Background: an optimization exercise with open tools, aiming at small area and a short achievable clock period. Do not read the settings as production practice.
Function was checked by simulation only, so behaviour that the tests miss may differ from the original.

==> flow/design.v (outline; a module is shown in full before it is edited, if it fits) <==
// module fpu_tree: 2802 lines
// module fpu_fa: 4 lines
// module fpu_hai: 4 lines
// module FPU_Main: 220 lines
module FPU_Main (
    input clk,
    input [31:0] A,
    input [31:0] B,
    input [1:0] S,
    output [31:0] O
);
  // ...
==> flow/flow/run.sh <==
#!/bin/bash
set -euo pipefail
bash standard.sh synth > synth.log 2>&1
bash standard.sh SETUP_SLACK_MARGIN=18 finish > layout.log 2>&1
==> flow/standard.sh <==
#!/bin/bash
# synth_recipe.tcl (not shown) runs the flow's synth.tcl, then flattens the netlist and writes it again
# the make line also repeats each setting of config.mk as NAME=value (left out here)
make -C /OpenROAD-flow-scripts/flow DESIGN_CONFIG=/design/flow/config.mk WORK_HOME=/design/flow/orfs CLKGATE_MAP_FILE= SYNTH_SCRIPT=/design/flow/synth_recipe.tcl "${@:-finish}"
==> flow/config.mk <==
export PLATFORM = sky130hd
export DESIGN_NAME = FPU_Main
export DESIGN_NICKNAME = FPU_Main
export VERILOG_FILES = /design/flow/design.v
export SDC_FILE = /design/flow/constraint.sdc
export NUM_CORES = 8
export LEC_CHECK = 0
export CAP_MARGIN = 20
export CORE_MARGIN = 2
export CORE_UTILIZATION = 40
export SLEW_MARGIN = 20
export SYNTH_HIERARCHICAL = 1
export SYNTH_MINIMUM_KEEP_SIZE = 0
==> flow/constraint.sdc <==
create_clock -name core_clock -period 25.0 [get_ports {clk}]
set_input_delay 5.0000 -clock core_clock [delete_from_list [all_inputs] [get_ports {clk}]]
set_output_delay 5.0000 -clock core_clock [all_outputs]
set_load 0.01 [all_outputs]
==> flow_summary_export.csv, run 1 <==
group,metric,value,unit
cells_and_area,syn2layout_area_growth,15.53,%
route,dr.pass1.iters,14,
cells_and_area,layout-drive-gt1-share,12.97,%
setup_path,worstPathBufferInverterCount,6,
logic_synthesis,synth_common_cells,"900 x nand2_1, 512 x fa_1, 225 x inv_1",
run_status,outcome,"finished clean",
timing,report.final.setup_viol,0,
logic_synthesis,post_synthesis_cell_area,29230,µm²
clock_tree,cts_root_buf,"clkbuf_16",
route,met2RoutedLength,50390,µm
cells_and_area,number_of_logic_inverters_in_the_finished_layout,226,
route,wl_met1,42480,µm
cells_and_area,layout.nets,4029,
clock_tree,worstSkewPairLatency,0.45,ns
clock_tree,ctsHtreeMaxLevel,4,
cells_and_area,multi_input_comb_area,24110,µm²
timing,holdWs,0.6685,ns
min_path,worst_hold_path_type,"reg2reg",
logic_synthesis,synth_simple_gate_area_share,18.28,%
global_routing,grt_first_pass_wirelength,165800,µm
global_routing,grt_pass1_vias,26720,
route,antenna_violating_nets_post_route,0,
route,dr.first_iter.drc_count,3414,
logic_synthesis,synth_top_cell_area_share,35.06,%
cells_and_area,regArea,4464,µm²
cells_and_area,multi_input_combinational_area_share,71.38,%
die,tap_cells,959,
logic_synthesis,yosysUniqueCellTypes,113,
die,die_x,274.3,µm
clock_tree,worst_setup_hold_path_clk_slew,0.08,ns
cells_and_area,buffer_area_share,7.516,%
logic_synthesis,synth_top_family_by_area,"adder cells",
route,finalWirelength,112600,µm
cells_and_area,final-instance-count-excl-fill,4291,
setup_path,regToRegEndpoint,"y[17]$_DFFE_PP_",
cells_and_area,layout_commonest_cell,"nand2_1",
==> run 2, diff against run 1 <==
--- a/flow/design.v
+++ b/flow/design.v
@@ -1664,2 +1664,312 @@
     wire c1663;
+    wire g1664;
+    wire p1665;
+    wire g1666;
+    wire p1667;
+    wire g1668;
+    wire p1669;
+    wire g1670;
+    wire p1671;
+    wire g1672;
+    wire p1673;
+    wire g1674;
+    wire p1675;
+    wire g1676;
+    wire p1677;
+    wire g1678;
+    wire p1679;
+    wire g1680;
+    wire p1681;
+    wire g1682;
+    wire p1683;
+    wire g1684;
+    wire p1685;
+    wire g1686;
+    wire p1687;
+    wire g1688;
+    wire p1689;
+    wire g1690;
+    wire p1691;
+    wire g1692;
+    wire p1693;
+    wire g1694;
+    wire p1695;
+    wire g1696;
+    wire p1697;
+    wire g1698;
+    wire p1699;
+    wire g1700;
+    wire p1701;
+    wire g1702;
+    wire p1703;
+    wire g1704;
+    wire p1705;
+    wire g1706;
+    wire p1707;
+    wire g1708;
+    wire p1709;
+    wire g1710;
+    wire p1711;
+    wire g1712;
+    wire p1713;
+    wire g1714;
+    wire p1715;
+    wire g1716;
+    wire p1717;
+    wire g1718;
+    wire p1719;
+    wire g1720;
+    wire p1721;
+    wire g1722;
+    wire p1723;
+    wire g1724;
+    wire p1725;
+    wire g1726;
+    wire p1727;
+    wire g1728;
+    wire p1729;
+    wire g1730;
+    wire p1731;
+    wire g1732;
+    wire p1733;
+    wire g1734;
+    wire p1735;
+    wire g1736;
+    wire p1737;
+    wire g1738;
+    wire p1739;
+    wire g1740;
+    wire p1741;
+    wire g1742;
+    wire p1743;
+    wire g1744;
+    wire p1745;
+    wire g1746;
+    wire p1747;
+    wire g1748;
+    wire p1749;
+    wire g1750;
+    wire p1751;
+    wire g1752;
+    wire p1753;
+    wire g1754;
+    wire p1755;
+    wire g1756;
+    wire p1757;
+    wire g1758;
+    wire p1759;
+    wire g1760;
+    wire p1761;
+    wire G1762;
+    wire G1763;
+    wire P1764;
+    wire G1765;
+    wire P1766;
+    wire G1767;
+    wire P1768;
+    wire G1769;
+    wire P1770;
+    wire G1771;
+    wire P1772;
+    wire G1773;
+    wire P1774;
+    wire G1775;
+    wire P1776;
+    wire G1777;
+    wire P1778;
+    wire G1779;
+    wire P1780;
+    wire G1781;
+    wire P1782;
+    wire G1783;
+    wire P1784;
+    wire G1785;
+    wire P1786;
+    wire G1787;
+    wire P1788;
+    wire G1789;
+    wire P1790;
+    wire G1791;
+    wire P1792;
+    wire G1793;
+    wire P1794;
+    wire G1795;
+    wire P1796;
+    wire G1797;
+    wire P1798;
+    wire G1799;
+    wire P1800;
+    wire G1801;
+    wire P1802;
+    wire G1803;
+    wire P1804;
+    wire G1805;
+    wire P1806;
+    wire G1807;
+    wire P1808;
+    wire G1809;
+    wire G1810;
+    wire G1811;
+    wire P1812;
+    wire G1813;
+    wire P1814;
+    wire G1815;
+    wire P1816;
+    wire G1817;
+    wire P1818;
+    wire G1819;
+    wire P1820;
+    wire G1821;
+    wire P1822;
+    wire G1823;
+    wire P1824;
+    wire G1825;
+    wire P1826;
+    wire G1827;
+    wire P1828;
+    wire G1829;
+    wire P1830;
+    wire G1831;
+    wire P1832;
+    wire G1833;
+    wire P1834;
+    wire G1835;
+    wire P1836;
+    wire G1837;
+    wire P1838;
+    wire G1839;
+    wire P1840;
+    wire G1841;
+    wire P1842;
+    wire G1843;
+    wire P1844;
+    wire G1845;
+    wire P1846;
+    wire G1847;
+    wire P1848;
+    wire G1849;
+    wire P1850;
+    wire G1851;
+    wire P1852;
+    wire G1853;
+    wire P1854;
+    wire G1855;
+    wire G1856;
+    wire G1857;
+    wire G1858;
+    wire G1859;
+    wire P1860;
+    wire G1861;
+    wire P1862;
+    wire G1863;
+    wire P1864;
+    wire G1865;
+    wire P1866;
+    wire G1867;
+    wire P1868;
+    wire G1869;
+    wire P1870;
+    wire G1871;
+    wire P1872;
+    wire G1873;
+    wire P1874;
+    wire G1875;
+    wire P1876;
+    wire G1877;
+    wire P1878;
+    wire G1879;
+    wire P1880;
+    wire G1881;
+    wire P1882;
+    wire G1883;
+    wire P1884;
+    wire G1885;
+    wire P1886;
+    wire G1887;
+    wire P1888;
+    wire G1889;
+    wire P1890;
+    wire G1891;
+    wire P1892;
+    wire G1893;
+    wire P1894;
+    wire G1895;
+    wire P1896;
+    wire G1897;
+    wire P1898;
+    wire G1899;
+    wire G1900;
+    wire G1901;
+    wire G1902;
+    wire G1903;
+    wire G1904;
+    wire G1905;
+    wire G1906;
+    wire G1907;
+    wire P1908;
+    wire G1909;
+    wire P1910;
+    wire G1911;
+    wire P1912;
+    wire G1913;
+    wire P1914;
+    wire G1915;
+    wire P1916;
+    wire G1917;
+    wire P1918;
+    wire G1919;
+    wire P1920;
+    wire G1921;
+    wire P1922;
+    wire G1923;
+    wire P1924;
+    wire G1925;
+    wire P1926;
+    wire G1927;
+    wire P1928;
+    wire G1929;
+    wire P1930;
+    wire G1931;
+    wire P1932;
+    wire G1933;
+    wire P1934;
+    wire G1935;
+    wire P1936;
+    wire G1937;
+    wire P1938;
+    wire G1939;
+    wire G1940;
+    wire G1941;
+    wire G1942;
+    wire G1943;
+    wire G1944;
+    wire G1945;
+    wire G1946;
+    wire G1947;
+    wire G1948;
+    wire G1949;
+    wire G1950;
+    wire G1951;
+    wire G1952;
+    wire G1953;
+    wire G1954;
+    wire G1955;
+    wire P1956;
+    wire G1957;
+    wire G1958;
+    wire G1959;
+    wire G1960;
+    wire G1961;
+    wire G1962;
+    wire G1963;
+    wire G1964;
+    wire G1965;
+    wire G1966;
+    wire G1967;
+    wire G1968;
+    wire G1969;
+    wire G1970;
+    wire G1971;
+    wire G1972;
+    wire G1973;
     assign pp1 = ~(xv[0] & yv[0]);
@@ -2267,8 +2577,8 @@
     assign cn603 = ~cin;
-    fpu_hai h1 (.a(pp26), .b(pp3), .s(s604), .co(c605));
+    fpu_fa h1 (.a(pp26), .b(pp3), .ci(1'b1), .s(s604), .co(c605));
     fpu_fa f1 (.a(pp27), .b(pp4), .ci(pp50), .s(s606), .co(c607));
-    fpu_hai h2 (.a(pp73), .b(c605), .s(s608), .co(c609));
+    fpu_fa h2 (.a(pp73), .b(c605), .ci(1'b1), .s(s608), .co(c609));
     fpu_fa f2 (.a(pp28), .b(pp5), .ci(pp51), .s(s610), .co(c611));
-    fpu_fa f3 (.a(pp74), .b(pp97), .ci(c609), .s(s612), .co(c613));
-    fpu_hai h3 (.a(c607), .b(s610), .s(s614), .co(c615));
+    fpu_fa f3 (.a(pp74), .b(pp97), .ci(c607), .s(s612), .co(c613));
+    fpu_fa h3 (.a(s610), .b(c609), .ci(1'b1), .s(s614), .co(c615));
     fpu_fa f4 (.a(pp121), .b(pp29), .ci(pp52), .s(s616), .co(c617));
@@ -2276,3 +2586,3 @@
     fpu_fa f6 (.a(c611), .b(s616), .ci(s618), .s(s620), .co(c621));
-    fpu_hai h4 (.a(c615), .b(c613), .s(s622), .co(c623));
+    fpu_fa h4 (.a(c613), .b(s620), .ci(1'b1), .s(s622), .co(c623));
     fpu_fa f7 (.a(pp122), .b(pp145), .ci(pp30), .s(s624), .co(c625));
@@ -2281,3 +2591,3 @@
     fpu_fa f10 (.a(s624), .b(s626), .ci(c621), .s(s630), .co(c631));
-    fpu_hai h5 (.a(s628), .b(c623), .s(s632), .co(c633));
+    fpu_fa h5 (.a(s628), .b(s630), .ci(1'b1), .s(s632), .co(c633));
     fpu_fa f11 (.a(pp100), .b(pp123), .ci(pp146), .s(s634), .co(c635));
@@ -2287,3 +2597,3 @@
     fpu_fa f15 (.a(s638), .b(c629), .ci(s640), .s(s642), .co(c643));
-    fpu_hai h6 (.a(c633), .b(c631), .s(s644), .co(c645));
+    fpu_fa h6 (.a(c631), .b(s642), .ci(1'b1), .s(s644), .co(c645));
     fpu_fa f16 (.a(pp101), .b(pp124), .ci(pp147), .s(s646), .co(c647));
@@ -2294,3 +2604,3 @@
     fpu_fa f21 (.a(c641), .b(s652), .ci(s654), .s(s656), .co(c657));
-    fpu_hai h7 (.a(c643), .b(c645), .s(s658), .co(c659));
+    fpu_fa h7 (.a(c643), .b(s656), .ci(1'b1), .s(s658), .co(c659));
     fpu_fa f22 (.a(pp10), .b(pp102), .ci(pp125), .s(s660), .co(c661));
@@ -2302,3 +2612,3 @@
     fpu_fa f28 (.a(s668), .b(c655), .ci(s670), .s(s672), .co(c673));
-    fpu_hai h8 (.a(c657), .b(c659), .s(s674), .co(c675));
+    fpu_fa h8 (.a(c657), .b(s672), .ci(1'b1), .s(s674), .co(c675));
     fpu_fa f29 (.a(pp103), .b(pp11), .ci(pp126), .s(s676), .co(c677));
@@ -2311,3 +2621,3 @@
     fpu_fa f36 (.a(s686), .b(c671), .ci(s688), .s(s690), .co(c691));
-    fpu_hai h9 (.a(c673), .b(s690), .s(s692), .co(c693));
+    fpu_fa h9 (.a(c673), .b(s690), .ci(1'b1), .s(s692), .co(c693));
     fpu_fa f37 (.a(pp104), .b(pp12), .ci(pp127), .s(s694), .co(c695));
@@ -2321,3 +2631,3 @@
     fpu_fa f45 (.a(s706), .b(c689), .ci(s708), .s(s710), .co(c711));
-    fpu_hai h10 (.a(c691), .b(c693), .s(s712), .co(c713));
+    fpu_fa h10 (.a(c691), .b(s710), .ci(1'b1), .s(s712), .co(c713));
     fpu_fa f46 (.a(pp105), .b(pp128), .ci(pp13), .s(s714), .co(c715));
@@ -2332,3 +2642,3 @@
     fpu_fa f55 (.a(s728), .b(c709), .ci(s730), .s(s732), .co(c733));
-    fpu_hai h11 (.a(c711), .b(s732), .s(s734), .co(c735));
+    fpu_fa h11 (.a(c711), .b(s732), .ci(1'b1), .s(s734), .co(c735));
     fpu_fa f56 (.a(pp106), .b(pp129), .ci(pp14), .s(s736), .co(c737));
@@ -2344,3 +2654,3 @@
     fpu_fa f66 (.a(s752), .b(c731), .ci(s754), .s(s756), .co(c757));
-    fpu_hai h12 (.a(c733), .b(s756), .s(s758), .co(c759));
+    fpu_fa h12 (.a(c733), .b(s756), .ci(1'b1), .s(s758), .co(c759));
     fpu_fa f67 (.a(pp107), .b(pp130), .ci(pp15), .s(s760), .co(c761));
@@ -2357,3 +2667,3 @@
     fpu_fa f78 (.a(s778), .b(c755), .ci(s780), .s(s782), .co(c783));
-    fpu_hai h13 (.a(c757), .b(s782), .s(s784), .co(c785));
+    fpu_fa h13 (.a(c757), .b(s782), .ci(1'b1), .s(s784), .co(c785));
     fpu_fa f79 (.a(pp108), .b(pp131), .ci(pp154), .s(s786), .co(c787));
@@ -2371,3 +2681,3 @@
     fpu_fa f91 (.a(s806), .b(c781), .ci(s808), .s(s810), .co(c811));
-    fpu_hai h14 (.a(c783), .b(s810), .s(s812), .co(c813));
+    fpu_fa h14 (.a(c783), .b(s810), .ci(1'b1), .s(s812), .co(c813));
     fpu_fa f92 (.a(pp109), .b(pp132), .ci(pp155), .s(s814), .co(c815));
@@ -2386,3 +2696,3 @@
     fpu_fa f105 (.a(s836), .b(c809), .ci(s838), .s(s840), .co(c841));
-    fpu_hai h15 (.a(c811), .b(s840), .s(s842), .co(c843));
+    fpu_fa h15 (.a(c811), .b(s840), .ci(1'b1), .s(s842), .co(c843));
     fpu_fa f106 (.a(pp110), .b(pp133), .ci(pp156), .s(s844), .co(c845));
@@ -2402,3 +2712,3 @@
     fpu_fa f120 (.a(s868), .b(c839), .ci(s870), .s(s872), .co(c873));
-    fpu_hai h16 (.a(c841), .b(s872), .s(s874), .co(c875));
+    fpu_fa h16 (.a(c841), .b(s872), .ci(1'b1), .s(s874), .co(c875));
     fpu_fa f121 (.a(pp111), .b(pp134), .ci(pp157), .s(s876), .co(c877));
@@ -2419,3 +2729,3 @@
     fpu_fa f136 (.a(s902), .b(c871), .ci(s904), .s(s906), .co(c907));
-    fpu_hai h17 (.a(c873), .b(s906), .s(s908), .co(c909));
+    fpu_fa h17 (.a(c873), .b(s906), .ci(1'b1), .s(s908), .co(c909));
     fpu_fa f137 (.a(pp112), .b(pp135), .ci(pp158), .s(s910), .co(c911));
@@ -2437,3 +2747,3 @@
     fpu_fa f153 (.a(s938), .b(c905), .ci(s940), .s(s942), .co(c943));
-    fpu_hai h18 (.a(c907), .b(s942), .s(s944), .co(c945));
+    fpu_fa h18 (.a(c907), .b(s942), .ci(1'b1), .s(s944), .co(c945));
     fpu_fa f154 (.a(pp113), .b(pp136), .ci(pp159), .s(s946), .co(c947));
@@ -2456,3 +2766,3 @@
     fpu_fa f171 (.a(s976), .b(c941), .ci(s978), .s(s980), .co(c981));
-    fpu_hai h19 (.a(c943), .b(s980), .s(s982), .co(c983));
+    fpu_fa h19 (.a(c943), .b(s980), .ci(1'b1), .s(s982), .co(c983));
     fpu_fa f172 (.a(pp114), .b(pp137), .ci(pp160), .s(s984), .co(c985));
@@ -2476,3 +2786,3 @@
     fpu_fa f190 (.a(s1016), .b(c979), .ci(s1018), .s(s1020), .co(c1021));
-    fpu_hai h20 (.a(c981), .b(s1020), .s(s1022), .co(c1023));
+    fpu_fa h20 (.a(c981), .b(s1020), .ci(1'b1), .s(s1022), .co(c1023));
     fpu_fa f191 (.a(pp115), .b(pp138), .ci(pp161), .s(s1024), .co(c1025));
@@ -2497,3 +2807,3 @@
     fpu_fa f210 (.a(s1058), .b(c1019), .ci(s1060), .s(s1062), .co(c1063));
-    fpu_hai h21 (.a(c1021), .b(s1062), .s(s1064), .co(c1065));
+    fpu_fa h21 (.a(c1021), .b(s1062), .ci(1'b1), .s(s1064), .co(c1065));
     fpu_fa f211 (.a(pp116), .b(pp139), .ci(pp162), .s(s1066), .co(c1067));
@@ -2520,3 +2830,3 @@
     fpu_fa f232 (.a(s1104), .b(c1061), .ci(s1106), .s(s1108), .co(c1109));
-    fpu_hai h22 (.a(c1063), .b(s1108), .s(s1110), .co(c1111));
+    fpu_fa h22 (.a(c1063), .b(s1108), .ci(1'b1), .s(s1110), .co(c1111));
     fpu_fa f233 (.a(pp117), .b(pp140), .ci(pp163), .s(s1112), .co(c1113));
@@ -2543,3 +2853,3 @@
     fpu_fa f254 (.a(s1150), .b(c1107), .ci(s1152), .s(s1154), .co(c1155));
-    fpu_hai h23 (.a(c1109), .b(s1154), .s(s1156), .co(c1157));
+    fpu_fa h23 (.a(c1109), .b(s1154), .ci(1'b1), .s(s1156), .co(c1157));
     fpu_fa f255 (.a(pp118), .b(pp141), .ci(pp164), .s(s1158), .co(c1159));
@@ -2797,6 +3107,279 @@
     fpu_fa f507 (.a(pp576), .b(c1659), .ci(an600), .s(s1662), .co(c1663));
-    wire [48:0] r0 = {an602, an601, s1662, s1660, s1656, s1650, s1642, c1621, s1620, s1606, s1590, c1553, c1531, s1530, c1481, s1480, s1452, c1391, c1357, c1321, c1283, s1282, s1242, c1157, c1111, c1065, c1023, c983, c945, c909, c875, c843, c813, c785, c759, c735, c713, s710, c675, s672, s656, s642, s632, s620, s614, s608, pp49, pp2, pp1};
-    wire [48:0] r1 = {1'b1, c1663, c1661, c1657, c1651, c1643, c1633, s1632, c1607, c1591, c1573, s1572, s1552, c1507, s1506, c1453, c1423, s1422, s1390, s1356, s1320, c1243, c1201, s1200, s1156, s1110, s1064, s1022, s982, s944, s908, s874, s842, s812, s784, s758, s734, s712, s692, s674, s658, s644, s630, s622, s612, s606, s604, pp25, 1'b1};
-    wire [48:0] q = r0 + r1 + 49'd1;
-    assign p = ~q;
+    fpu_nor2 n0 (.a(pp1), .b(1'b1), .y(g1664));
+    fpu_xor2 x0 (.a(pp1), .b(1'b1), .y(p1665));
+    fpu_nor2 n1 (.a(pp2), .b(pp25), .y(g1666));
+    fpu_xor2 x1 (.a(pp2), .b(pp25), .y(p1667));
+    fpu_nor2 n2 (.a(pp49), .b(s604), .y(g1668));
+    fpu_xor2 x2 (.a(pp49), .b(s604), .y(p1669));
+    fpu_nor2 n3 (.a(s606), .b(s608), .y(g1670));
+    fpu_xor2 x3 (.a(s606), .b(s608), .y(p1671));
+    fpu_nor2 n4 (.a(s612), .b(s614), .y(g1672));
+    fpu_xor2 x4 (.a(s612), .b(s614), .y(p1673));
+    fpu_nor2 n5 (.a(c615), .b(s622), .y(g1674));
+    fpu_xor2 x5 (.a(c615), .b(s622), .y(p1675));
+    fpu_nor2 n6 (.a(c623), .b(s632), .y(g1676));
+    fpu_xor2 x6 (.a(c623), .b(s632), .y(p1677));
+    fpu_nor2 n7 (.a(c633), .b(s644), .y(g1678));
+    fpu_xor2 x7 (.a(c633), .b(s644), .y(p1679));
+    fpu_nor2 n8 (.a(c645), .b(s658), .y(g1680));
+    fpu_xor2 x8 (.a(c645), .b(s658), .y(p1681));
+    fpu_nor2 n9 (.a(c659), .b(s674), .y(g1682));
+    fpu_xor2 x9 (.a(c659), .b(s674), .y(p1683));
+    fpu_nor2 n10 (.a(c675), .b(s692), .y(g1684));
+    fpu_xor2 x10 (.a(c675), .b(s692), .y(p1685));
+    fpu_nor2 n11 (.a(c693), .b(s712), .y(g1686));
+    fpu_xor2 x11 (.a(c693), .b(s712), .y(p1687));
+    fpu_nor2 n12 (.a(c713), .b(s734), .y(g1688));
+    fpu_xor2 x12 (.a(c713), .b(s734), .y(p1689));
+    fpu_nor2 n13 (.a(c735), .b(s758), .y(g1690));
+    fpu_xor2 x13 (.a(c735), .b(s758), .y(p1691));
+    fpu_nor2 n14 (.a(c759), .b(s784), .y(g1692));
+    fpu_xor2 x14 (.a(c759), .b(s784), .y(p1693));
+    fpu_nor2 n15 (.a(c785), .b(s812), .y(g1694));
+    fpu_xor2 x15 (.a(c785), .b(s812), .y(p1695));
+    fpu_nor2 n16 (.a(c813), .b(s842), .y(g1696));
+    fpu_xor2 x16 (.a(c813), .b(s842), .y(p1697));
+    fpu_nor2 n17 (.a(c843), .b(s874), .y(g1698));
+    fpu_xor2 x17 (.a(c843), .b(s874), .y(p1699));
+    fpu_nor2 n18 (.a(c875), .b(s908), .y(g1700));
+    fpu_xor2 x18 (.a(c875), .b(s908), .y(p1701));
+    fpu_nor2 n19 (.a(c909), .b(s944), .y(g1702));
+    fpu_xor2 x19 (.a(c909), .b(s944), .y(p1703));
+    fpu_nor2 n20 (.a(c945), .b(s982), .y(g1704));
+    fpu_xor2 x20 (.a(c945), .b(s982), .y(p1705));
+    fpu_nor2 n21 (.a(c983), .b(s1022), .y(g1706));
+    fpu_xor2 x21 (.a(c983), .b(s1022), .y(p1707));
+    fpu_nor2 n22 (.a(c1023), .b(s1064), .y(g1708));
+    fpu_xor2 x22 (.a(c1023), .b(s1064), .y(p1709));
+    fpu_nor2 n23 (.a(c1065), .b(s1110), .y(g1710));
+    fpu_xor2 x23 (.a(c1065), .b(s1110), .y(p1711));
+    fpu_nor2 n24 (.a(c1111), .b(s1156), .y(g1712));
+    fpu_xor2 x24 (.a(c1111), .b(s1156), .y(p1713));
+    fpu_nor2 n25 (.a(s1200), .b(c1157), .y(g1714));
+    fpu_xor2 x25 (.a(s1200), .b(c1157), .y(p1715));
+    fpu_nor2 n26 (.a(s1242), .b(c1201), .y(g1716));
+    fpu_xor2 x26 (.a(s1242), .b(c1201), .y(p1717));
+    fpu_nor2 n27 (.a(s1282), .b(c1243), .y(g1718));
+    fpu_xor2 x27 (.a(s1282), .b(c1243), .y(p1719));
+    fpu_nor2 n28 (.a(c1283), .b(s1320), .y(g1720));
+    fpu_xor2 x28 (.a(c1283), .b(s1320), .y(p1721));
+    fpu_nor2 n29 (.a(c1321), .b(s1356), .y(g1722));
+    fpu_xor2 x29 (.a(c1321), .b(s1356), .y(p1723));
+    fpu_nor2 n30 (.a(c1357), .b(s1390), .y(g1724));
+    fpu_xor2 x30 (.a(c1357), .b(s1390), .y(p1725));
+    fpu_nor2 n31 (.a(c1391), .b(s1422), .y(g1726));
+    fpu_xor2 x31 (.a(c1391), .b(s1422), .y(p1727));
+    fpu_nor2 n32 (.a(s1452), .b(c1423), .y(g1728));
+    fpu_xor2 x32 (.a(s1452), .b(c1423), .y(p1729));
+    fpu_nor2 n33 (.a(s1480), .b(c1453), .y(g1730));
+    fpu_xor2 x33 (.a(s1480), .b(c1453), .y(p1731));
+    fpu_nor2 n34 (.a(c1481), .b(s1506), .y(g1732));
+    fpu_xor2 x34 (.a(c1481), .b(s1506), .y(p1733));
+    fpu_nor2 n35 (.a(s1530), .b(c1507), .y(g1734));
+    fpu_xor2 x35 (.a(s1530), .b(c1507), .y(p1735));
+    fpu_nor2 n36 (.a(c1531), .b(s1552), .y(g1736));
+    fpu_xor2 x36 (.a(c1531), .b(s1552), .y(p1737));
+    fpu_nor2 n37 (.a(c1553), .b(s1572), .y(g1738));
+    fpu_xor2 x37 (.a(c1553), .b(s1572), .y(p1739));
+    fpu_nor2 n38 (.a(s1590), .b(c1573), .y(g1740));
+    fpu_xor2 x38 (.a(s1590), .b(c1573), .y(p1741));
+    fpu_nor2 n39 (.a(s1606), .b(c1591), .y(g1742));
+    fpu_xor2 x39 (.a(s1606), .b(c1591), .y(p1743));
+    fpu_nor2 n40 (.a(s1620), .b(c1607), .y(g1744));
+    fpu_xor2 x40 (.a(s1620), .b(c1607), .y(p1745));
+    fpu_nor2 n41 (.a(c1621), .b(s1632), .y(g1746));
+    fpu_xor2 x41 (.a(c1621), .b(s1632), .y(p1747));
+    fpu_nor2 n42 (.a(s1642), .b(c1633), .y(g1748));
+    fpu_xor2 x42 (.a(s1642), .b(c1633), .y(p1749));
+    fpu_nor2 n43 (.a(s1650), .b(c1643), .y(g1750));
+    fpu_xor2 x43 (.a(s1650), .b(c1643), .y(p1751));
+    fpu_nor2 n44 (.a(s1656), .b(c1651), .y(g1752));
+    fpu_xor2 x44 (.a(s1656), .b(c1651), .y(p1753));
+    fpu_nor2 n45 (.a(s1660), .b(c1657), .y(g1754));
+    fpu_xor2 x45 (.a(s1660), .b(c1657), .y(p1755));
+    fpu_nor2 n46 (.a(s1662), .b(c1661), .y(g1756));
+    fpu_xor2 x46 (.a(s1662), .b(c1661), .y(p1757));
+    fpu_nor2 n47 (.a(an601), .b(c1663), .y(g1758));
+    fpu_xor2 x47 (.a(an601), .b(c1663), .y(p1759));
+    fpu_nor2 n48 (.a(an602), .b(1'b1), .y(g1760));
+    fpu_xor2 x48 (.a(an602), .b(1'b1), .y(p1761));
+    fpu_g k1 (.gh(g1666), .ph(p1667), .gl(g1664), .g(G1762));
+    fpu_gp k2 (.gh(g1670), .ph(p1671), .gl(g1668), .pl(p1669), .g(G1763), .p(P1764));
+    fpu_gp k3 (.gh(g1674), .ph(p1675), .gl(g1672), .pl(p1673), .g(G1765), .p(P1766));
+    fpu_gp k4 (.gh(g1678), .ph(p1679), .gl(g1676), .pl(p1677), .g(G1767), .p(P1768));
+    fpu_gp k5 (.gh(g1682), .ph(p1683), .gl(g1680), .pl(p1681), .g(G1769), .p(P1770));
+    fpu_gp k6 (.gh(g1686), .ph(p1687), .gl(g1684), .pl(p1685), .g(G1771), .p(P1772));
+    fpu_gp k7 (.gh(g1690), .ph(p1691), .gl(g1688), .pl(p1689), .g(G1773), .p(P1774));
+    fpu_gp k8 (.gh(g1694), .ph(p1695), .gl(g1692), .pl(p1693), .g(G1775), .p(P1776));
+    fpu_gp k9 (.gh(g1698), .ph(p1699), .gl(g1696), .pl(p1697), .g(G1777), .p(P1778));
+    fpu_gp k10 (.gh(g1702), .ph(p1703), .gl(g1700), .pl(p1701), .g(G1779), .p(P1780));
+    fpu_gp k11 (.gh(g1706), .ph(p1707), .gl(g1704), .pl(p1705), .g(G1781), .p(P1782));
+    fpu_gp k12 (.gh(g1710), .ph(p1711), .gl(g1708), .pl(p1709), .g(G1783), .p(P1784));
+    fpu_gp k13 (.gh(g1714), .ph(p1715), .gl(g1712), .pl(p1713), .g(G1785), .p(P1786));
+    fpu_gp k14 (.gh(g1718), .ph(p1719), .gl(g1716), .pl(p1717), .g(G1787), .p(P1788));
+    fpu_gp k15 (.gh(g1722), .ph(p1723), .gl(g1720), .pl(p1721), .g(G1789), .p(P1790));
+    fpu_gp k16 (.gh(g1726), .ph(p1727), .gl(g1724), .pl(p1725), .g(G1791), .p(P1792));
+    fpu_gp k17 (.gh(g1730), .ph(p1731), .gl(g1728), .pl(p1729), .g(G1793), .p(P1794));
+    fpu_gp k18 (.gh(g1734), .ph(p1735), .gl(g1732), .pl(p1733), .g(G1795), .p(P1796));
+    fpu_gp k19 (.gh(g1738), .ph(p1739), .gl(g1736), .pl(p1737), .g(G1797), .p(P1798));
+    fpu_gp k20 (.gh(g1742), .ph(p1743), .gl(g1740), .pl(p1741), .g(G1799), .p(P1800));
+    fpu_gp k21 (.gh(g1746), .ph(p1747), .gl(g1744), .pl(p1745), .g(G1801), .p(P1802));
+    fpu_gp k22 (.gh(g1750), .ph(p1751), .gl(g1748), .pl(p1749), .g(G1803), .p(P1804));
+    fpu_gp k23 (.gh(g1754), .ph(p1755), .gl(g1752), .pl(p1753), .g(G1805), .p(P1806));
+    fpu_gp k24 (.gh(g1758), .ph(p1759), .gl(g1756), .pl(p1757), .g(G1807), .p(P1808));
+    fpu_g k25 (.gh(g1668), .ph(p1669), .gl(G1762), .g(G1809));
+    fpu_g k26 (.gh(G1763), .ph(P1764), .gl(G1762), .g(G1810));
+    fpu_gp k27 (.gh(g1676), .ph(p1677), .gl(G1765), .pl(P1766), .g(G1811), .p(P1812));
+    fpu_gp k28 (.gh(G1767), .ph(P1768), .gl(G1765), .pl(P1766), .g(G1813), .p(P1814));
+    fpu_gp k29 (.gh(g1684), .ph(p1685), .gl(G1769), .pl(P1770), .g(G1815), .p(P1816));
+    fpu_gp k30 (.gh(G1771), .ph(P1772), .gl(G1769), .pl(P1770), .g(G1817), .p(P1818));
+    fpu_gp k31 (.gh(g1692), .ph(p1693), .gl(G1773), .pl(P1774), .g(G1819), .p(P1820));
+    fpu_gp k32 (.gh(G1775), .ph(P1776), .gl(G1773), .pl(P1774), .g(G1821), .p(P1822));
+    fpu_gp k33 (.gh(g1700), .ph(p1701), .gl(G1777), .pl(P1778), .g(G1823), .p(P1824));
+    fpu_gp k34 (.gh(G1779), .ph(P1780), .gl(G1777), .pl(P1778), .g(G1825), .p(P1826));
+    fpu_gp k35 (.gh(g1708), .ph(p1709), .gl(G1781), .pl(P1782), .g(G1827), .p(P1828));
+    fpu_gp k36 (.gh(G1783), .ph(P1784), .gl(G1781), .pl(P1782), .g(G1829), .p(P1830));
+    fpu_gp k37 (.gh(g1716), .ph(p1717), .gl(G1785), .pl(P1786), .g(G1831), .p(P1832));
+    fpu_gp k38 (.gh(G1787), .ph(P1788), .gl(G1785), .pl(P1786), .g(G1833), .p(P1834));
+    fpu_gp k39 (.gh(g1724), .ph(p1725), .gl(G1789), .pl(P1790), .g(G1835), .p(P1836));
+    fpu_gp k40 (.gh(G1791), .ph(P1792), .gl(G1789), .pl(P1790), .g(G1837), .p(P1838));
+    fpu_gp k41 (.gh(g1732), .ph(p1733), .gl(G1793), .pl(P1794), .g(G1839), .p(P1840));
+    fpu_gp k42 (.gh(G1795), .ph(P1796), .gl(G1793), .pl(P1794), .g(G1841), .p(P1842));
+    fpu_gp k43 (.gh(g1740), .ph(p1741), .gl(G1797), .pl(P1798), .g(G1843), .p(P1844));
+    fpu_gp k44 (.gh(G1799), .ph(P1800), .gl(G1797), .pl(P1798), .g(G1845), .p(P1846));
+    fpu_gp k45 (.gh(g1748), .ph(p1749), .gl(G1801), .pl(P1802), .g(G1847), .p(P1848));
+    fpu_gp k46 (.gh(G1803), .ph(P1804), .gl(G1801), .pl(P1802), .g(G1849), .p(P1850));
+    fpu_gp k47 (.gh(g1756), .ph(p1757), .gl(G1805), .pl(P1806), .g(G1851), .p(P1852));
+    fpu_gp k48 (.gh(G1807), .ph(P1808), .gl(G1805), .pl(P1806), .g(G1853), .p(P1854));
+    fpu_g k49 (.gh(g1672), .ph(p1673), .gl(G1810), .g(G1855));
+    fpu_g k50 (.gh(G1765), .ph(P1766), .gl(G1810), .g(G1856));
+    fpu_g k51 (.gh(G1811), .ph(P1812), .gl(G1810), .g(G1857));
+    fpu_g k52 (.gh(G1813), .ph(P1814), .gl(G1810), .g(G1858));
+    fpu_gp k53 (.gh(g1688), .ph(p1689), .gl(G1817), .pl(P1818), .g(G1859), .p(P1860));
+    fpu_gp k54 (.gh(G1773), .ph(P1774), .gl(G1817), .pl(P1818), .g(G1861), .p(P1862));
+    fpu_gp k55 (.gh(G1819), .ph(P1820), .gl(G1817), .pl(P1818), .g(G1863), .p(P1864));
+    fpu_gp k56 (.gh(G1821), .ph(P1822), .gl(G1817), .pl(P1818), .g(G1865), .p(P1866));
+    fpu_gp k57 (.gh(g1704), .ph(p1705), .gl(G1825), .pl(P1826), .g(G1867), .p(P1868));
+    fpu_gp k58 (.gh(G1781), .ph(P1782), .gl(G1825), .pl(P1826), .g(G1869), .p(P1870));
+    fpu_gp k59 (.gh(G1827), .ph(P1828), .gl(G1825), .pl(P1826), .g(G1871), .p(P1872));
+    fpu_gp k60 (.gh(G1829), .ph(P1830), .gl(G1825), .pl(P1826), .g(G1873), .p(P1874));
+    fpu_gp k61 (.gh(g1720), .ph(p1721), .gl(G1833), .pl(P1834), .g(G1875), .p(P1876));
+    fpu_gp k62 (.gh(G1789), .ph(P1790), .gl(G1833), .pl(P1834), .g(G1877), .p(P1878));
+    fpu_gp k63 (.gh(G1835), .ph(P1836), .gl(G1833), .pl(P1834), .g(G1879), .p(P1880));
+    fpu_gp k64 (.gh(G1837), .ph(P1838), .gl(G1833), .pl(P1834), .g(G1881), .p(P1882));
+    fpu_gp k65 (.gh(g1736), .ph(p1737), .gl(G1841), .pl(P1842), .g(G1883), .p(P1884));
+    fpu_gp k66 (.gh(G1797), .ph(P1798), .gl(G1841), .pl(P1842), .g(G1885), .p(P1886));
+    fpu_gp k67 (.gh(G1843), .ph(P1844), .gl(G1841), .pl(P1842), .g(G1887), .p(P1888));
+    fpu_gp k68 (.gh(G1845), .ph(P1846), .gl(G1841), .pl(P1842), .g(G1889), .p(P1890));
+    fpu_gp k69 (.gh(g1752), .ph(p1753), .gl(G1849), .pl(P1850), .g(G1891), .p(P1892));
+    fpu_gp k70 (.gh(G1805), .ph(P1806), .gl(G1849), .pl(P1850), .g(G1893), .p(P1894));
+    fpu_gp k71 (.gh(G1851), .ph(P1852), .gl(G1849), .pl(P1850), .g(G1895), .p(P1896));
+    fpu_gp k72 (.gh(G1853), .ph(P1854), .gl(G1849), .pl(P1850), .g(G1897), .p(P1898));
+    fpu_g k73 (.gh(g1680), .ph(p1681), .gl(G1858), .g(G1899));
+    fpu_g k74 (.gh(G1769), .ph(P1770), .gl(G1858), .g(G1900));
+    fpu_g k75 (.gh(G1815), .ph(P1816), .gl(G1858), .g(G1901));
+    fpu_g k76 (.gh(G1817), .ph(P1818), .gl(G1858), .g(G1902));
+    fpu_g k77 (.gh(G1859), .ph(P1860), .gl(G1858), .g(G1903));
+    fpu_g k78 (.gh(G1861), .ph(P1862), .gl(G1858), .g(G1904));
+    fpu_g k79 (.gh(G1863), .ph(P1864), .gl(G1858), .g(G1905));
+    fpu_g k80 (.gh(G1865), .ph(P1866), .gl(G1858), .g(G1906));
+    fpu_gp k81 (.gh(g1712), .ph(p1713), .gl(G1873), .pl(P1874), .g(G1907), .p(P1908));
+    fpu_gp k82 (.gh(G1785), .ph(P1786), .gl(G1873), .pl(P1874), .g(G1909), .p(P1910));
+    fpu_gp k83 (.gh(G1831), .ph(P1832), .gl(G1873), .pl(P1874), .g(G1911), .p(P1912));
+    fpu_gp k84 (.gh(G1833), .ph(P1834), .gl(G1873), .pl(P1874), .g(G1913), .p(P1914));
+    fpu_gp k85 (.gh(G1875), .ph(P1876), .gl(G1873), .pl(P1874), .g(G1915), .p(P1916));
+    fpu_gp k86 (.gh(G1877), .ph(P1878), .gl(G1873), .pl(P1874), .g(G1917), .p(P1918));
+    fpu_gp k87 (.gh(G1879), .ph(P1880), .gl(G1873), .pl(P1874), .g(G1919), .p(P1920));
+    fpu_gp k88 (.gh(G1881), .ph(P1882), .gl(G1873), .pl(P1874), .g(G1921), .p(P1922));
+    fpu_gp k89 (.gh(g1744), .ph(p1745), .gl(G1889), .pl(P1890), .g(G1923), .p(P1924));
+    fpu_gp k90 (.gh(G1801), .ph(P1802), .gl(G1889), .pl(P1890), .g(G1925), .p(P1926));
+    fpu_gp k91 (.gh(G1847), .ph(P1848), .gl(G1889), .pl(P1890), .g(G1927), .p(P1928));
+    fpu_gp k92 (.gh(G1849), .ph(P1850), .gl(G1889), .pl(P1890), .g(G1929), .p(P1930));
+    fpu_gp k93 (.gh(G1891), .ph(P1892), .gl(G1889), .pl(P1890), .g(G1931), .p(P1932));
+    fpu_gp k94 (.gh(G1893), .ph(P1894), .gl(G1889), .pl(P1890), .g(G1933), .p(P1934));
+    fpu_gp k95 (.gh(G1895), .ph(P1896), .gl(G1889), .pl(P1890), .g(G1935), .p(P1936));
+    fpu_gp k96 (.gh(G1897), .ph(P1898), .gl(G1889), .pl(P1890), .g(G1937), .p(P1938));
+    fpu_g k97 (.gh(g1696), .ph(p1697), .gl(G1906), .g(G1939));
+    fpu_g k98 (.gh(G1777), .ph(P1778), .gl(G1906), .g(G1940));
+    fpu_g k99 (.gh(G1823), .ph(P1824), .gl(G1906), .g(G1941));
+    fpu_g k100 (.gh(G1825), .ph(P1826), .gl(G1906), .g(G1942));
+    fpu_g k101 (.gh(G1867), .ph(P1868), .gl(G1906), .g(G1943));
+    fpu_g k102 (.gh(G1869), .ph(P1870), .gl(G1906), .g(G1944));
+    fpu_g k103 (.gh(G1871), .ph(P1872), .gl(G1906), .g(G1945));
+    fpu_g k104 (.gh(G1873), .ph(P1874), .gl(G1906), .g(G1946));
+    fpu_g k105 (.gh(G1907), .ph(P1908), .gl(G1906), .g(G1947));
+    fpu_g k106 (.gh(G1909), .ph(P1910), .gl(G1906), .g(G1948));
+    fpu_g k107 (.gh(G1911), .ph(P1912), .gl(G1906), .g(G1949));
+    fpu_g k108 (.gh(G1913), .ph(P1914), .gl(G1906), .g(G1950));
+    fpu_g k109 (.gh(G1915), .ph(P1916), .gl(G1906), .g(G1951));
+    fpu_g k110 (.gh(G1917), .ph(P1918), .gl(G1906), .g(G1952));
+    fpu_g k111 (.gh(G1919), .ph(P1920), .gl(G1906), .g(G1953));
+    fpu_g k112 (.gh(G1921), .ph(P1922), .gl(G1906), .g(G1954));
+    fpu_gp k113 (.gh(g1760), .ph(p1761), .gl(G1937), .pl(P1938), .g(G1955), .p(P1956));
+    fpu_g k114 (.gh(g1728), .ph(p1729), .gl(G1954), .g(G1957));
+    fpu_g k115 (.gh(G1793), .ph(P1794), .gl(G1954), .g(G1958));
+    fpu_g k116 (.gh(G1839), .ph(P1840), .gl(G1954), .g(G1959));
+    fpu_g k117 (.gh(G1841), .ph(P1842), .gl(G1954), .g(G1960));
+    fpu_g k118 (.gh(G1883), .ph(P1884), .gl(G1954), .g(G1961));
+    fpu_g k119 (.gh(G1885), .ph(P1886), .gl(G1954), .g(G1962));
+    fpu_g k120 (.gh(G1887), .ph(P1888), .gl(G1954), .g(G1963));
+    fpu_g k121 (.gh(G1889), .ph(P1890), .gl(G1954), .g(G1964));
+    fpu_g k122 (.gh(G1923), .ph(P1924), .gl(G1954), .g(G1965));
+    fpu_g k123 (.gh(G1925), .ph(P1926), .gl(G1954), .g(G1966));
+    fpu_g k124 (.gh(G1927), .ph(P1928), .gl(G1954), .g(G1967));
+    fpu_g k125 (.gh(G1929), .ph(P1930), .gl(G1954), .g(G1968));
+    fpu_g k126 (.gh(G1931), .ph(P1932), .gl(G1954), .g(G1969));
+    fpu_g k127 (.gh(G1933), .ph(P1934), .gl(G1954), .g(G1970));
+    fpu_g k128 (.gh(G1935), .ph(P1936), .gl(G1954), .g(G1971));
+    fpu_g k129 (.gh(G1937), .ph(P1938), .gl(G1954), .g(G1972));
+    fpu_g k130 (.gh(G1955), .ph(P1956), .gl(G1954), .g(G1973));
+    assign p[0] = p1665;
+    assign p[1] = p1667 ^ g1664;
+    assign p[2] = p1669 ^ G1762;
+    assign p[3] = p1671 ^ G1809;
+    assign p[4] = p1673 ^ G1810;
+    assign p[5] = p1675 ^ G1855;
+    assign p[6] = p1677 ^ G1856;
+    assign p[7] = p1679 ^ G1857;
+    assign p[8] = p1681 ^ G1858;
+    assign p[9] = p1683 ^ G1899;
+    assign p[10] = p1685 ^ G1900;
+    assign p[11] = p1687 ^ G1901;
+    assign p[12] = p1689 ^ G1902;
+    assign p[13] = p1691 ^ G1903;
+    assign p[14] = p1693 ^ G1904;
+    assign p[15] = p1695 ^ G1905;
+    assign p[16] = p1697 ^ G1906;
+    assign p[17] = p1699 ^ G1939;
+    assign p[18] = p1701 ^ G1940;
+    assign p[19] = p1703 ^ G1941;
+    assign p[20] = p1705 ^ G1942;
+    assign p[21] = p1707 ^ G1943;
+    assign p[22] = p1709 ^ G1944;
+    assign p[23] = p1711 ^ G1945;
+    assign p[24] = p1713 ^ G1946;
+    assign p[25] = p1715 ^ G1947;
+    assign p[26] = p1717 ^ G1948;
+    assign p[27] = p1719 ^ G1949;
+    assign p[28] = p1721 ^ G1950;
+    assign p[29] = p1723 ^ G1951;
+    assign p[30] = p1725 ^ G1952;
+    assign p[31] = p1727 ^ G1953;
+    assign p[32] = p1729 ^ G1954;
+    assign p[33] = p1731 ^ G1957;
+    assign p[34] = p1733 ^ G1958;
+    assign p[35] = p1735 ^ G1959;
+    assign p[36] = p1737 ^ G1960;
+    assign p[37] = p1739 ^ G1961;
+    assign p[38] = p1741 ^ G1962;
+    assign p[39] = p1743 ^ G1963;
+    assign p[40] = p1745 ^ G1964;
+    assign p[41] = p1747 ^ G1965;
+    assign p[42] = p1749 ^ G1966;
+    assign p[43] = p1751 ^ G1967;
+    assign p[44] = p1753 ^ G1968;
+    assign p[45] = p1755 ^ G1969;
+    assign p[46] = p1757 ^ G1970;
+    assign p[47] = p1759 ^ G1971;
+    assign p[48] = p1761 ^ G1972;
 endmodule
@@ -2806,5 +3389,14 @@
 endmodule
-module fpu_hai (input a, input b, output s, output co);
-    assign s = ~(a ^ b);
-    assign co = a | b;
+module fpu_nor2 (input a, input b, output y);
+    assign y = ~(a | b);
+endmodule
+module fpu_xor2 (input a, input b, output y);
+    assign y = a ^ b;
+endmodule
+module fpu_g (input gh, input ph, input gl, output g);
+    assign g = gh | (ph & gl);
+endmodule
+module fpu_gp (input gh, input ph, input gl, input pl, output g, output p);
+    assign g = gh | (ph & gl);
+    assign p = ph & pl;
 endmodule
@@ -2827,4 +3419,6 @@
     reg [4:0]  step;
-    reg [8:0]  chg;                 
+    reg [1:0]  chg;                 
     reg        nn;                  
+    reg [4:0]  sa;                  
+    reg        sv;                  
     assign O = t;
@@ -2842,2 +3436,9 @@
     wire       sub0 = A_r[31] ^ B_r[31];
+    reg  [4:0] lz;                                   
+    integer k;
+    always @* begin
+        lz = 5'd24;
+        for (k = 0; k < 23; k = k + 1)
+            if (t[k]) lz = 5'd23 - k[4:0];
+    end
     wire [4:0] nstep = restart ? 5'd0 : (step == 5'd31) ? 5'd31 : step + 5'd1;
@@ -2857,3 +3458,2 @@
         O_B_A   = 5'd13,   
-        O_SHA   = 5'd14,   
         O_ALN   = 5'd15,   
@@ -2897,7 +3497,6 @@
             case (nstep)
-                5'd0: op = O_SHA;
-                5'd1: op = O_ALN;
-                5'd2: op = O_ADD;
-                5'd3: op = O_SHN;
-                5'd4: op = O_NRM;
+                5'd0: op = O_ALN;
+                5'd1: op = O_ADD;
+                5'd2: op = O_SHN;
+                5'd3: op = O_NRM;
                 default: ;
@@ -2908,29 +3507,60 @@
     end
+    wire n_x_br = (op == O_X_T) || (op == O_X_C3E) || (op == O_B_A) ||
+                  ((op == O_ALN) && abig) || ((op == O_ADD) && !abig);
+    wire n_x_ar = ((op == O_ALN) && !abig) || ((op == O_ADD) && abig);
+    wire n_x_dp = (op == O_DP_C1) || (op == O_DP_Y);
+    wire n_x_t  = (op == O_T_Y_Y) || (op == O_T_Y_T) || (op == O_T_C3);
+    wire n_x_rc = (op == O_RC_N);
+    wire n_x_tr = (op == O_NRM);
+    wire n_x_r0 = (op == O_R0_AP);
+    wire n_x_c2 = (op == O_C2_T);
+    wire n_x_two = (op == O_TWO_T);
+    wire n_x_x0 = (op == O_X0_T);
+    wire n_y_c1 = (op == O_DP_C1);
+    wire n_y_y  = (op == O_DP_Y) || (op == O_T_Y_Y) || (op == O_T_Y_T);
+    wire n_y_a  = ((op == O_RC_N) && !sq) || (op == O_B_A);
+    wire n_y_ap = ((op == O_RC_N) && sq) || (op == O_R0_AP);
+    wire n_y_c3e = (op == O_X_C3E);
+    wire n_y_c3 = (op == O_T_C3);
+    wire n_y_one = (op == O_C2_T) || (op == O_TWO_T) || (op == O_ADD);
+    wire n_y_half = (op == O_X0_T) || (op == O_X_T);
+    wire n_y_sh = (op == O_ALN) || (op == O_NRM);
     reg x_br, x_dp, x_t, x_rc, x_ar, x_tr, x_r0, x_c2, x_two, x_x0;
-    reg y_c1, y_y, y_a, y_ap, y_c3e, y_c3, y_one, y_half, y_sh;
+    reg y_c1, y_y, y_a, y_ap, y_c3e, y_c3, y_one, y_half;
+    reg sxb, sxt, sxa, syy, sya, shen, hy_r, hx_r;
+    reg kx_a, kx_b, kx_c, kx_d, kx_e, kx_f, kx_g;    
+    reg ky_p, ky_q, ky_r;                            
     reg a_dv, a_sq, a_s0, a_ref_x;
     reg w_mul, w_sqa, w_dva, w_s0a, w_raw, w_nrm;
-    reg we_t, we_y, we_x, we_yd, c_nn, c_aln;
+    reg we_t, we_y, we_x, c_nn;
+    reg        c_shn;                                 
+    wire [4:0] n_sa = (op == O_ALN) ? 5'd23 - de[4:0] : c_shn ? lz : sa;
+    wire       n_sv = (op == O_ALN) ? (de < 8'd24) : c_shn ? 1'b1 : sv;
     always @(posedge clk) begin
         step <= nstep;
-        x_br  <= (op == O_X_T) || (op == O_X_C3E) || (op == O_B_A) ||
-                 (((op == O_ALN) && abig) || ((op == O_ADD) && !abig));
-        x_ar  <= ((op == O_ALN) && !abig) || ((op == O_ADD) && abig);
-        x_dp  <= (op == O_DP_C1) || (op == O_DP_Y);
-        x_t   <= (op == O_T_Y_Y) || (op == O_T_Y_T) || (op == O_T_C3);
-        x_rc  <= (op == O_RC_N);
-        x_tr  <= (op == O_NRM);
-        x_r0  <= (op == O_R0_AP);
-        x_c2  <= (op == O_C2_T);
-        x_two <= (op == O_TWO_T);
-        x_x0  <= (op == O_X0_T);
-        y_c1  <= (op == O_DP_C1);
-        y_y   <= (op == O_DP_Y) || (op == O_T_Y_Y) || (op == O_T_Y_T);
-        y_a   <= ((op == O_RC_N) && !sq) || (op == O_B_A);
-        y_ap  <= ((op == O_RC_N) && sq) || (op == O_R0_AP);
-        y_c3e <= (op == O_X_C3E);
-        y_c3  <= (op == O_T_C3);
-        y_one <= (op == O_C2_T) || (op == O_TWO_T) || (op == O_ADD);
-        y_half <= (op == O_X0_T) || (op == O_X_T);
-        y_sh  <= (op == O_ALN) || (op == O_NRM);
+        x_br <= n_x_br; x_ar <= n_x_ar; x_dp <= n_x_dp; x_t <= n_x_t; x_rc <= n_x_rc; x_tr <= n_x_tr;
+        x_r0 <= n_x_r0; x_c2 <= n_x_c2; x_two <= n_x_two; x_x0 <= n_x_x0;
+        y_c1 <= n_y_c1; y_y <= n_y_y; y_a <= n_y_a; y_ap <= n_y_ap; y_c3e <= n_y_c3e; y_c3 <= n_y_c3;
+        y_one <= n_y_one; y_half <= n_y_half;
+        sxb <= n_x_br | n_x_dp;
+        sxt <= n_x_t | n_x_rc | n_x_tr;
+        sxa <= n_x_ar;
+        syy <= n_y_y;
+        sya <= n_y_a | n_y_ap;
+        hx_r <= ~n_x_tr;
+        sa <= n_sa;
+        sv <= n_sv;
+        c_shn <= (op == O_SHN);
+        shen <= n_y_sh & n_sv;
+        hy_r <= ~n_y_sh | ((n_sa == 5'd23) & n_sv);
+        kx_a <= n_x_c2;
+        kx_b <= n_x_r0 | n_x_x0;
+        kx_c <= n_x_r0 | n_x_c2 | n_x_x0;
+        kx_d <= n_x_c2 | n_x_x0;
+        kx_e <= n_x_x0;
+        kx_f <= n_x_r0 | n_x_c2;
+        kx_g <= n_x_r0;
+        ky_p <= n_y_c1 | n_y_c3e | n_y_c3;
+        ky_q <= n_y_c3e | n_y_c3;
+        ky_r <= n_y_c1;
         a_dv  <= (op == O_C2_T) || (op == O_TWO_T);
@@ -2944,4 +3574,4 @@
         w_nrm <= (op == O_NRM);
-        w_mul <= !((op == O_X0_T) || (op == O_X_T) || (op == O_C2_T) || (op == O_TWO_T) ||
-                   (op == O_ADD) || (op == O_ALN) || (op == O_NRM));
+        w_mul <= (op == O_DP_C1) || (op == O_DP_Y) || (op == O_T_Y_Y) || (op == O_T_Y_T) ||
+                 (op == O_RC_N) || (op == O_R0_AP) || (op == O_X_C3E) || (op == O_T_C3) || (op == O_B_A);
         we_t  <= (op == O_DP_C1) || (op == O_DP_Y) || (op == O_TWO_T) || (op == O_T_Y_T) ||
@@ -2951,11 +3581,16 @@
         we_x  <= (op == O_X0_T) || (op == O_X_T);
-        we_yd <= (op == O_SHA) || (op == O_SHN);
-        c_nn  <= (op == O_SHN) || (op == O_NRM);
-        c_aln <= (op == O_SHA);
+        c_nn  <= (op == O_NRM);
+    end
+    wire kx0 = 1'b0;
+    wire [22:0] kxv = {kx_e, kx_a, kx_c, kx_e, kx_f, kx_e, kx_g, kx_c, kx_g, kx_f, kx_f, kx0,
+                       kx_f, kx_b, kx0, kx_a, kx_e, kx_d, kx_c, kx_b, kx_a, kx_b, kx_a};
+    wire [22:0] kyv = {ky_r, ky_p, ky_p, kx0, ky_q, kx0, ky_q, ky_r, ky_r, ky_r, ky_r, kx0,
+                       ky_q, kx0, kx0, ky_p, ky_p, ky_p, ky_p, kx0, kx0, ky_q, ky_p};
+    reg  [22:0] oh;                                   
+    always @* begin
+        for (k = 0; k < 23; k = k + 1)
+            oh[k] = shen & (sa == k[4:0]);
     end
-    wire [22:0] xm = ({23{x_br | x_dp}} & B_r[22:0]) | ({23{x_t | x_rc | x_tr}} & t[22:0])
-                   | ({23{x_ar}} & A_r[22:0])
-                   | ({23{x_r0}} & C_R0[22:0]) | ({23{x_c2}} & C_GUESS_A[22:0])
-                   | ({23{x_two}} & C_TWO[22:0]) | ({23{x_x0}} & C_X0[22:0]);
-    wire        hx = ~x_tr;
+    wire [22:0] xm = ({23{sxb}} & B_r[22:0]) | ({23{sxt}} & t[22:0]) | ({23{sxa}} & A_r[22:0]) | kxv;
+    wire        hx = hx_r;
     wire [7:0]  xe = ({8{x_br}} & B_r[30:23]) | ({8{x_dp}} & 8'd126) | ({8{x_t | x_tr}} & t[30:23])
@@ -2965,7 +3600,7 @@
     wire        xs = ((x_br | x_rc) & B_r[31]) | ((x_t | x_tr) & t[31]) | (x_ar & A_r[31]);
-    wire [22:0] ym = ({23{y_y | y_sh}} & y[22:0]) | ({23{y_a | y_ap}} & A_r[22:0])
-                   | ({23{y_c1}} & C_GUESS_M[22:0]) | ({23{y_c3e | y_c3}} & C_SQ2[22:0]);
-    wire        hy = ~y_sh | y[31];
-    wire [7:0]  ye = ({8{y_y | y_sh}} & y[30:23]) | ({8{y_a}} & A_r[30:23]) | ({8{y_ap | y_half}} & 8'd126)
-                   | ({8{y_c1 | y_c3 | y_one}} & 8'd127) | ({8{y_c3e}} & (8'd127 + Exp_2));
+    wire [22:0] ym = ({23{syy}} & y[22:0]) | ({23{sya}} & A_r[22:0]) | kyv | oh;
+    wire        hy = hy_r;
+    wire [7:0]  ye = ({8{y_y}} & y[30:23]) | ({8{y_a}} & A_r[30:23]) | ({8{y_ap | y_half}} & 8'd126)
+                   | ({8{y_c1 | y_c3 | y_one}} & 8'd127) | ({8{y_c3e}} & (8'd127 + Exp_2))
+                   | ({8{w_nrm}} & (8'd127 - {3'd0, sa}));
     wire        ys = (y_y & y[31]) | (y_a & A_r[31]);
@@ -2985,29 +3620,25 @@
     wire [7:0]  e0 = xe + ye - 8'd127;
-    wire        lo = ~(p[47] | p[46] | p[45] | p[44]);
-    wire s48 = w_sqa & p[48];
-    wire s47 = p[47] & ((w_sqa & ~p[48]) | w_mul | w_s0a);
-    wire s46 = (~p[47] & ((w_sqa & ~p[48]) | w_mul | (w_s0a & (p[46] | lo)))) | w_raw;
-    wire s45 = p[45] & (w_dva | (w_s0a & ~p[47] & ~p[46]));
-    wire s44 = ~p[45] & (w_dva | (w_s0a & ~p[47] & ~p[46] & p[44]));
-    wire s23 = w_nrm;
-    wire [22:0] rm = ({23{s48}} & p[47:25]) | ({23{s47}} & p[46:24]) | ({23{s46}} & p[45:23])
-                   | ({23{s45}} & p[44:22]) | ({23{s44}} & p[43:21]) | ({23{s23}} & p[22:0]);
-    wire [7:0]  re = ({8{s48}} & (e0 + 8'd2)) | ({8{s47}} & (e0 + 8'd1)) | ({8{s46 | s23}} & e0)
-                   | ({8{s45}} & (e0 - 8'd1)) | ({8{s44}} & (e0 - 8'd2));
-    wire [31:0] res = {xs ^ ys, re, rm};
-    reg  [4:0]  lz;
-    integer k;
-    always @* begin
-        lz = 5'd24;
-        for (k = 0; k < 23; k = k + 1)
-            if (t[k]) lz = 5'd23 - k[4:0];
-    end
-    wire [4:0]  sa = c_aln ? 5'd23 - de[4:0] : lz;
-    wire        sv = c_aln ? (de < 8'd24) : 1'b1;
-    reg  [22:0] oh;
-    always @* begin
-        for (k = 0; k < 23; k = k + 1)
-            oh[k] = sv & (sa == k[4:0]);
-    end
-    wire [31:0] ydec = {sv & (sa == 5'd23), 8'd127 - {3'd0, lz}, oh};
+    wire        h = ((w_mul | w_s0a) & p[47]) | (w_sqa & (p[48] | p[47])) | (w_dva & p[45]);
+    wire        hs48 = w_sqa & p[48];
+    wire        hs47 = (w_mul | w_s0a) | (w_sqa & ~p[48]);
+    wire        ls46 = w_mul | w_sqa | w_raw | w_s0a;
+    wire [22:0] hi_m = ({23{hs48}} & p[47:25]) | ({23{hs47}} & p[46:24]) | ({23{w_dva}} & p[44:22]);
+    wire [22:0] lo_m = ({23{ls46}} & p[45:23]) | ({23{w_dva}} & p[43:21]) | ({23{w_nrm}} & p[22:0]);
+    wire [7:0]  hi_e = ({8{hs48}} & (e0 + 8'd2)) | ({8{hs47}} & (e0 + 8'd1)) | ({8{w_dva}} & (e0 - 8'd1));
+    wire [7:0]  lo_e = ({8{ls46 | w_nrm}} & e0) | ({8{w_dva}} & (e0 - 8'd2));
+    wire        rs = xs ^ ys;
+    wire [31:0] res, b_in;
+    wire [31:0] b_lo = sq ? {rs, lo_e, lo_m} : B;
+    wire        hb = h & sq;
+    wire [31:0] r_hi = {rs, hi_e, hi_m};
+    wire [31:0] r_lo = {rs, lo_e, lo_m};
+    assign res[31] = rs;
+    assign b_in[31] = b_lo[31];
+    genvar gi;
+    generate
+        for (gi = 0; gi < 31; gi = gi + 1) begin : g_res
+            fpu_mux2 u_r (.s(h), .a(r_hi[gi]), .b(r_lo[gi]), .y(res[gi]));
+            fpu_mux2 u_b (.s(hb), .a(r_hi[gi]), .b(b_lo[gi]), .y(b_in[gi]));
+        end
+    endgenerate
     wire go = ~c_nn | nn;
@@ -3016,15 +3647,12 @@
         S_r <= S;
-        chg <= {S != S_r,
-                (A[7:0] != A_r[7:0]), (A[15:8] != A_r[15:8]), (A[23:16] != A_r[23:16]), (A[31:24] != A_r[31:24]),
-                (B[7:0] != B_r[7:0]) && !sq, (B[15:8] != B_r[15:8]) && !sq,
-                (B[23:16] != B_r[23:16]) && !sq, (B[31:24] != B_r[31:24]) && !sq};
-        if (!sq)
-            B_r <= B;
-        else if (we_x)
-            B_r <= res;
+        chg <= {(S != S_r) || (A != A_r), (B != B_r) && !sq};
+        if (!sq || we_x)
+            B_r <= b_in;
         if (we_t && go) t <= res;
         if (we_y) y <= res;
-        else if (we_yd && go) y <= ydec;
-        if (w_s0a) nn <= lo;
+        if (w_s0a) nn <= ~(p[47] | p[46]);
     end
 endmodule
+module fpu_mux2 (input s, input a, input b, output y);
+    assign y = s ? a : b;
+endmodule
==> flow/flow/run.sh (replaced) <==
#!/bin/bash
set -euo pipefail
bash standard.sh synth > synth.log 2>&1
bash standard.sh SETUP_SLACK_MARGIN=17 finish > layout.log 2>&1
--- a/flow/config.mk
+++ b/flow/config.mk
@@ -7,2 +7,3 @@
 export LEC_CHECK = 0
+export ABC_AREA = 1
 export CAP_MARGIN = 20
==> run 2 against run 1 <==
  * Cell area is 5.4% higher
  * Wire length is 2.4% higher
  * Clock-buffer cell count is 3 lower
  * Flip-flop and latch count is 8 higher
  * First-iteration DRC count is 16% lower
  * Critical path type unchanged
  * Largest cell class unchanged
  * Highest routed layer unchanged
==> flow_summary_export.csv, run 2 <==
group,metric,value,unit
run_status,outcome,"finished clean",
logic_synthesis,post-synth-top-count-cell,"nand2_1",
setup_path,critical-path-max-stage-delay,0.56,ns
timing,setup_tns,0,ns
place,place.detailed.hpwl,81430,µm
logic_synthesis,portion_of_the_post_synthesis_area_used_by_sequential_elements,14.51,%
clock_tree,cts_root_buf,"clkbuf_16",
global_routing,grt_util_met1,36.77,%
route,vias,29170,
route,via_to_cell_ratio,5.301,
die,floorplan.initialDensity,40.31,%
global_routing,grt_first_pass_wirelength,171200,µm
place,place_area,33540,µm²
timing,grt_setup_unrepaired,"no",
cells_and_area,layout-drive-gt1-share,7.725,%
clock_tree,worstSkewPairLatency,0.46,ns
die,dieArea,81760,µm²
route,finalWirelength,115300,µm
timing,max_clock_freq,129.5,MHz
timing,skew,0.009395,ns
run,max-cap-violations,0,
die,die_x,285.9,µm
setup_path,crit_path_end_kind,"flip-flop",
route,detail_route.drc_violations,0,
global_routing,grt_antenna_before_repair,3,
clock_tree,clock_tree_from_tritoncts,"built",
logic_synthesis,ys.flop_type,"edfxtp_1",
setup_path,critical_path.top_delay_family,"adder cells",
setup_path,worst_r2r_path_depth,40,
logic_synthesis,postSynthCellCount,4277,
setup_path,timing.critical_path.arrival,7.94,ns
timing,hold_violations,0,
logic_synthesis,synth.ff_latch_count,182,
logic_synthesis,post_synthesis_cell_area,31800,µm²
cells_and_area,most-common-layout-cells,"1847 x nand2_1, 683 x inv_1, 522 x fa_1",
route,drt-wirelength-per-cell,20.95,µm
place,detailedPlace.worstSlack,15.18,ns
global_routing,overall_fraction_of_global_route_tracks_in_use,27.79,%
cells_and_area,final_design_area_no_fill,35600,µm²
route,dr.first_iter.drc_count,2851,
timing,period_needed,7.721,ns
timing,finalMaxSlewViolations,0,
setup_path,required,25.22,ns
die,dieHeight,285.9,µm
min_path,worst_hold_path_type,"reg2reg",
timing,report.final.setup_viol,0,
setup_path,critical_path_class,"reg2reg",
cells_and_area,layout_commonest_cell,"nand2_1",
timing,worst_slew_pin_slew,1.039,ns
clock_tree,holdBufCountCts,0,
setup_path,cp-startpoint,"sa[1]$_DFF_P_",
global_routing,grt-ovfl-total,0,
die,placementRows,103,
route,antenna_violating_nets_post_route,0,
global_routing,grt.met2_usage,44.14,%
min_path,number_of_stages_on_the_worst_hold_path,2,
logic_synthesis,synth_top_cell_area_share,33.62,%
setup_path,cp.depth,40,
logic_synthesis,synth_common_cells,"1863 x nand2_1, 694 x inv_1, 534 x fa_1",
setup_path,worstPathBufferInverterCount,11,
cells_and_area,layout.nets,5101,
timing,timing.final.crit_share,30.88,%
setup_path,timing.critical_path.fanout_max,14,
global_routing,grt.met3_usage,6.483,%
clock_tree,inserted_clock_buffers,17,
place,io_buffer_count,98,
cells_and_area,insertedDiodeCount,0,
logic_synthesis,yosys-top-cells-area,"fa_1 34%, nand2_1 22%, edfxtp_1 9.2%, inv_1 8.2%, dfxtp_1 5.4%",
route,dr.pass1.iters,6,
logic_synthesis,yosysUniqueCellTypes,67,
cells_and_area,syn2layout_area_growth,11.98,%
place,gp_congestion,0.9670,
global_routing,maximum_number_of_pins_on_one_net_before_global_route_repair,49,
cells_and_area,utilization,45.14,%
logic_synthesis,async_flop_share,0,%
logic_synthesis,synth_edf_count,97,
timing,slew_headroom,30.74,%
cells_and_area,nFillCells,7978,
setup_path,path_common_cell,"nand2_1",
global_routing,grt_pass1_vias,28460,
global_routing,busiest_layer,"met2",
setup_path,worstSetupStartpointType,"flip-flop",
setup_path,critical-path-slowest-cell,"fa_1",
logic_synthesis,ys_warn_count,7,
clock_tree,worst_setup_hold_path_clk_slew,0.08,ns
logic_synthesis,mean_instance_size_in_the_synthesized_netlist,7.434,µm²
die,floorplan.core_area,78870,µm²
setup_path,r2r-start,"sa[1]$_DFF_P_",
die,boundary_pins,99,
clock_tree,cts_max_path_buffers,2,
clock_tree,ctsHtreeMaxLevel,4,
min_path,worstHoldStart,"sv$_DFF_P_",
timing,final_critical_path_setup_slack,17.28,ns
clock_tree,clock_sinks,182,
logic_synthesis,synth_top_cell_by_area,"fa_1",
-- run 2: cell types whose count changed after synthesis, moves of 51 or more --
cell,previous run,this run
nand2_1,900,1863
inv_1,225,694
clkbuf_1,194,48
nand3_1,32,129
buf_6,3,96
ha_1,132,60
nor2_1,88,158
a222oi_1,51,0
-- run 2: modules after synthesis, one instance, submodules excluded --
module / flops+latches / copies in the design / cells inside
FPU_Main: 182 / 1 / 1719
fpu_tree: 0 / 1 / 941
fpu_fa: 0 / 530 / 1
fpu_gp: 0 / 81 / 5
fpu_xor2: 0 / 49 / 5
fpu_mux2: 0 / 62 / 4
fpu_g: 0 / 47 / 3
fpu_nor2: 0 / 48 / 1
-- run 2: metal layers --
metal	vias up	part of all wire, %
met1	14150	40
met2	1534	45
met3	309	10
met5	-	0.025
met4	4	4.5
li1	13180	-
-- run 2: worst paths after layout --
path	end	slack [ns]
setup / recovery	B_r[1]$_DFFE_PP_	17.28
hold / removal	sv$_DFF_P_	0.51
setup reg to reg	B_r[1]$_DFFE_PP_	17.28
hold reg to reg	sv$_DFF_P_	0.51
-- run 2: cell families (layout without fill, tap and decap cells) --
logic type | after synthesis | count (layout) | share of synthesized area, %
simple gates | 2253 | 2254 | 28.24
buf+inv | 859 | 1007 | 12.43
fa+ha+maj | 594 | 594 | 35.98
compound gates | 277 | 277 | 5.757
flops | 182 | 182 | 14.51
xor+xnor | 110 | 110 | 3.030
other cells | 1 | 28 | 0.01179
mux | 1 | 1 | 0.03148
-- run 2: area by class of cell --
type | count | area (µm²) | share of cell area, %
clock buffers | 18 | 429.2 | 1.205
clock inverters | 14 | 117.6 | 0.3303
inverters | 710 | 2685 | 7.541
multi-input cells | 3264 | 23680 | 66.50
flip-flops and latches | 182 | 4638 | 13.03
well taps | 1050 | 1314 | 3.690
repair buffers | 264 | 2736 | 7.686
repair inverters | 1 | 8.758 | 0.02460
-- run 2: per-stage QoR --
stage	instances	hold slack, ns
finish	5503	0.5092
global route	5503	0.5703
CTS	5453	0.5123
detailed placement	5370	0.4897
global placement	5370	0.4798
floorplan	4304	0.4466
-- run 2: worst reg2reg max path: cells and delay by family, from the launching register on --
family | cells | cell delay, ns
AND/OR/NAND/NOR | 20 | 1.76
buffers and inverters | 11 | 1.44
AO/OA/AOI/OAI | 2 | 0.54
flip-flops | 1 | 0.41
adder cells (fa/ha/maj) | 7 | 3.31
-- run 2: what timing repair did --
action,4_1_cts,5_1_grt
gates cloned,11,10
gates resized for setup,68,94
pin swaps,15,33
hold endpoints to repair,0,0
endpoints found under the setup margin,93,93
setup buffers,40,40

[what the ideal ports hide]
How much do the figures lean on ideal ports? The routed layouts below were timed once more, with nothing changed but the port constraints. Step 1 sets driving cells, clkbuf_16 on the clock port and buf_2 on the other inputs (assumed; they add their load-dependent delay and slew). Step 2, shift: input delay + t, output delay - t, t = (earliest + latest rising clock arrival at the registers) / 2. This alone moves slack from input paths to output paths. Three values: ideal ports, drivers, drivers and shift; two values: the first two.
run | t (ns) | setup WS [ns] | pins driven straight from the clock port
run 1 | 0.499 | 16.002 / 16.002 / 16.002 | 1
run 2 | 0.506 | 17.279 / 17.279 / 17.279 | 1
After both steps every run listed still meets setup and hold.
